Context: an optimization exercise on an open-source flow, tuned for small area. The choices shown serve that exercise and are no tape-out recipe.
In this exercise RTL edits were held to simulation tests only and were not proved equivalent to the original.
Power is estimated from default activity; no workload was simulated.

// game_core
module game_core (
    input  logic        clk,
    input  logic        reset,
    input  logic [7:0]  keycode0,
    input  logic [7:0]  keycode1,
    output logic [9:0]  char_x,
    output logic [9:0]  char_y,
    output logic        ts_collide,
    output logic        bs_collide,
    output logic        left_collide,
    output logic        right_collide,
    output logic        bottom_collide,
    output logic [3:0]  char_state,
    output logic [3:0]  screen,
    output logic [10:0] background_number,
    output logic [3:0]  screen_state
);
For scale: about 900 cells after synthesis, roughly 66 I/O pins, roughly 0.0051 mm² of cells after synthesis.
Settings: LEC_CHECK=0, CAP_MARGIN=20, CORE_MARGIN=2, CORE_UTILIZATION=25, GPL_TIMING_DRIVEN=0, SLEW_MARGIN=20; clock period 12.0 ns.
standard.sh (not shown) runs the stock make flow with config.mk's settings and CLKGATE_MAP_FILE= SYNTH_SCRIPT=/design/flow/synth_recipe.tcl, a recipe that flattens the netlist after the stock synthesis.
==> flow/flow/run.sh <==
#!/bin/bash
# Own layout flow: the standard synthesis, then the combinational logic
# re-mapped for area by yosys/ABC (every flip-flop instance kept exactly as the
# standard synthesis made it), then the standard layout steps with the
# smallest port buffers and a clock tree without dummy loads.
set -euo pipefail
W=$(pwd)
R=$W/orfs/results/${FLOW_PLATFORM}/game_core/base
LIB=$FLOW_HOME/platforms/${FLOW_PLATFORM}/lib/sky130_fd_sc_hd__tt_025C_1v80.lib
YOSYS=$(command -v yosys || true)
[[ -n "$YOSYS" ]] || YOSYS=$FLOW_HOME/../tools/install/yosys/bin/yosys

# 1. standard synthesis
bash standard.sh synth > "$W/flow_synth.log" 2>&1
cp "$R/1_2_yosys.v" "$W/std_1_2_yosys.v"

# 2. re-map the combinational logic for area: four ABC runs with different
#    seeds, keep the smallest
for s in 1 2 3 4; do
  printf 'strash\ndc2\n&get -n\n&deepsyn -T 60 -S %s\n&put\ndch -f\namap\ntopo\n' "$s" > "$W/remap_$s.abc"
  IN="$W/std_1_2_yosys.v" OUT="$W/remap_$s.v" LIB="$LIB" TOP="$FLOW_TOP" \
    ABC_SCRIPT="$W/remap_$s.abc" "$YOSYS" -c "$W/flow/remap.tcl" > "$W/flow_remap_$s.log" 2>&1 &
done
wait
best=""
best_area=""
for s in 1 2 3 4; do
  a=$(awk '/Chip area/ {print $NF}' "$W/remap_$s.v.stat")
  echo "remap $s: $a" >> "$W/flow_remap.log"
  if [[ -z "$best" ]] || awk -v a="$a" -v b="$best_area" 'BEGIN {exit !(a < b)}'; then
    best=$s
    best_area=$a
  fi
done
echo "kept remap $best ($best_area)" >> "$W/flow_remap.log"

# 3. the rest of the standard layout, from the re-mapped netlist
cp "$W/remap_$best.v" "$R/1_2_yosys.v"
rm -f "$R/1_synth.odb" "$R/1_synth.sdc"
bash standard.sh BUFFER_PORTS_ARGS="-buffer_cell sky130_fd_sc_hd__buf_1" \
  CTS_ARGS="-sink_clustering_enable -sink_clustering_size 40 -sink_clustering_max_diameter 300 -repair_clock_nets -buf_list sky130_fd_sc_hd__clkbuf_8 -dont_use_dummy_load" \
  finish > "$W/flow_layout.log" 2>&1
==> flow/flow/remap.tcl <==
# remap.tcl: re-map the combinational logic of a mapped netlist for area,
# keeping every flip-flop instance (name, cell type, connections) as it is.
# env: LIB, IN, OUT, ABC_SCRIPT
yosys read_liberty -ignore_miss_func $::env(LIB)
yosys blackbox {sky130_fd_sc_hd__*df*} {sky130_fd_sc_hd__*dl*} {sky130_fd_sc_hd__*sdf*}
yosys read_verilog $::env(IN)
yosys hierarchy -top $::env(TOP)
yosys flatten
yosys rename -hide {w:_*}
yosys hierarchy -top $::env(TOP)
yosys opt_clean -purge
yosys abc -liberty $::env(LIB) -dont_use {*probe*} -dont_use {*lpflow*} -script $::env(ABC_SCRIPT)
yosys opt_clean -purge
yosys hilomap -hicell sky130_fd_sc_hd__conb_1 HI -locell sky130_fd_sc_hd__conb_1 LO
yosys opt_clean -purge
yosys insbuf -buf sky130_fd_sc_hd__buf_1 A X
yosys splitnets
yosys opt_clean -purge
yosys tee -o $::env(OUT).stat stat -liberty $::env(LIB)
yosys write_verilog -noattr -nohex -nodec $::env(OUT)
Edit:
==> flow/flow/run.sh (replaced) <==
#!/bin/bash
# Own layout flow: the standard synthesis, then the combinational logic
# re-mapped for area by yosys/ABC (every flip-flop instance kept exactly as the
# standard synthesis made it), then the standard layout steps.
set -euo pipefail
W=$(pwd)
R=$W/orfs/results/${FLOW_PLATFORM}/game_core/base
LIB=$FLOW_HOME/platforms/${FLOW_PLATFORM}/lib/sky130_fd_sc_hd__tt_025C_1v80.lib
YOSYS=$(command -v yosys || true)
[[ -n "$YOSYS" ]] || YOSYS=$FLOW_HOME/../tools/install/yosys/bin/yosys

# 1. standard synthesis
bash standard.sh synth > "$W/flow_synth.log" 2>&1
cp "$R/1_2_yosys.v" "$W/std_1_2_yosys.v"

# 2. re-map the combinational logic for area
IN="$W/std_1_2_yosys.v" OUT="$W/remap.v" LIB="$LIB" TOP="$FLOW_TOP" \
  ABC_SCRIPT="$W/flow/remap.abc" "$YOSYS" -c "$W/flow/remap.tcl" > "$W/flow_remap.log" 2>&1

# 3. the rest of the standard layout, from the re-mapped netlist
cp "$W/remap.v" "$R/1_2_yosys.v"
rm -f "$R/1_synth.odb" "$R/1_synth.sdc"
# port buffers: the smallest buffer; clock tree: clkbuf_8, no dummy loads
bash standard.sh BUFFER_PORTS_ARGS="-buffer_cell sky130_fd_sc_hd__buf_1" \
  CTS_ARGS="-sink_clustering_enable -repair_clock_nets -buf_list sky130_fd_sc_hd__clkbuf_8 -dont_use_dummy_load" \
  finish > "$W/flow_layout.log" 2>&1
==> flow/flow/remap.abc (new file) <==
strash
&get -n
&deepsyn -T 30
&put
dch -f
amap
topo
Outcome: Non-clock buffer count rose by 1. Worst setup slack gets worse by 670 ps. Area after synthesis rose by 1.4%. Power rose by about 44%. Cell area rose by 1.6%. Count of clock-buffer cells in the layout does not change. Global-route usage rose by 1.7 points. Worst hold slack barely changes.
Edit:
==> flow/flow/run.sh (replaced) <==
#!/bin/bash
# Own layout flow: the standard synthesis, then the combinational logic
# re-mapped for area by yosys/ABC (every flip-flop instance kept exactly as the
# standard synthesis made it), then the standard layout steps with the
# smallest port buffers and a clock tree without dummy loads.
set -euo pipefail
W=$(pwd)
R=$W/orfs/results/${FLOW_PLATFORM}/game_core/base
LIB=$FLOW_HOME/platforms/${FLOW_PLATFORM}/lib/sky130_fd_sc_hd__tt_025C_1v80.lib
YOSYS=$(command -v yosys || true)
[[ -n "$YOSYS" ]] || YOSYS=$FLOW_HOME/../tools/install/yosys/bin/yosys

# 1. standard synthesis
bash standard.sh synth > "$W/flow_synth.log" 2>&1
cp "$R/1_2_yosys.v" "$W/std_1_2_yosys.v"

# 2. re-map the combinational logic for area: eight ABC runs (different
#    seeds, with and without dc2 first), four at a time; keep the smallest
remap() {
  IN="$W/std_1_2_yosys.v" OUT="$W/remap_$1.v" LIB="$LIB" TOP="$FLOW_TOP" \
    ABC_SCRIPT="$W/remap_$1.abc" "$YOSYS" -c "$W/flow/remap.tcl" > "$W/flow_remap_$1.log" 2>&1
}
for s in 1 2 3 4 5 6 7 8; do
  if (( s % 2 )); then pre='dc2\n'; else pre=''; fi
  printf "strash\n${pre}&get -n\n&deepsyn -T 60 -S %s\n&put\ndch -f\namap\ntopo\n" "$s" > "$W/remap_$s.abc"
done
for s in 1 2 3 4; do remap $s & done
wait
for s in 5 6 7 8; do remap $s & done
wait
best=""
best_area=""
for s in 1 2 3 4 5 6 7 8; do
  a=$(awk '/Chip area/ {print $NF}' "$W/remap_$s.v.stat")
  echo "remap $s: $a" >> "$W/flow_remap.log"
  if [[ -z "$best" ]] || awk -v a="$a" -v b="$best_area" 'BEGIN {exit !(a < b)}'; then
    best=$s
    best_area=$a
  fi
done
echo "kept remap $best ($best_area)" >> "$W/flow_remap.log"

# 3. the rest of the standard layout, from the re-mapped netlist
cp "$W/remap_$best.v" "$R/1_2_yosys.v"
rm -f "$R/1_synth.odb" "$R/1_synth.sdc"
bash standard.sh BUFFER_PORTS_ARGS="-buffer_cell sky130_fd_sc_hd__buf_1" \
  CTS_ARGS="-sink_clustering_enable -sink_clustering_size 40 -sink_clustering_max_diameter 300 -repair_clock_nets -buf_list sky130_fd_sc_hd__clkbuf_8 -dont_use_dummy_load" \
  finish > "$W/flow_layout.log" 2>&1
removed: flow/flow/remap.abc
The changed run ran to the end with no violations.
Register-to-register slack gains 580 ps.
Non-clock buffer count went down by 2.
Wire length stays flat.
Critical path depth stays the same.
Total power went up by a few percent.
Utilization went up by 0.14 points.
Via count went down slightly.
Combinational power went up by a few percent.
Edit:
--- a/flow/flow/run.sh
+++ b/flow/flow/run.sh
@@ -45,4 +45,4 @@
 rm -f "$R/1_synth.odb" "$R/1_synth.sdc"
 bash standard.sh BUFFER_PORTS_ARGS="-buffer_cell sky130_fd_sc_hd__buf_1" \
-  CTS_ARGS="-sink_clustering_enable -sink_clustering_size 40 -sink_clustering_max_diameter 300 -repair_clock_nets -buf_list sky130_fd_sc_hd__clkbuf_8 -dont_use_dummy_load" \
+  CTS_ARGS="-sink_clustering_enable -sink_clustering_size 40 -sink_clustering_max_diameter 300 -repair_clock_nets -buf_list sky130_fd_sc_hd__clkbuf_16 -dont_use_dummy_load" \
   finish > "$W/flow_layout.log" 2>&1
Total power goes up by 3.9%.
Core utilization goes up by 0.30 points.
Area after synthesis stays the same.
Cell count hardly moves.
Sequential share of layout area goes down by 0.13 points.
Non-clock buffer count stays the same.

==> separate check: timing with driven ports <==
How much do the figures lean on ideal ports? The routed layouts below were timed once more, with nothing changed but the port constraints. Step 1, drivers: a clkbuf_16 drives clk and a buf_2 each remaining input, both assumed. Step 2, shift: input delay + t, output delay - t, t = (earliest + latest rising clock arrival at the registers) / 2. This alone moves slack from input paths to output paths. a / b / c = no drivers / after step 1 / after step 2; a / b = the first two.
run	t (ns)	setup slack, ns	worst setup path after step 2	clock arrival spread, ns	worst slew at a driven data input, ns
the first run	0.328	4.000 / 3.966 / 4.294	register to output	0.016 / 0.016	0.04
the second run	0.325	3.332 / 3.300 / 3.625	register to output	0.024 / 0.024	0.06
the third run	0.362	3.657 / 3.620 / 3.983	register to output	0.014 / 0.015	0.05
the fourth run	0.340	3.813 / 3.769 / 4.109	register to output	0.011 / 0.012	0.05
After both steps every run listed still meets setup and hold.
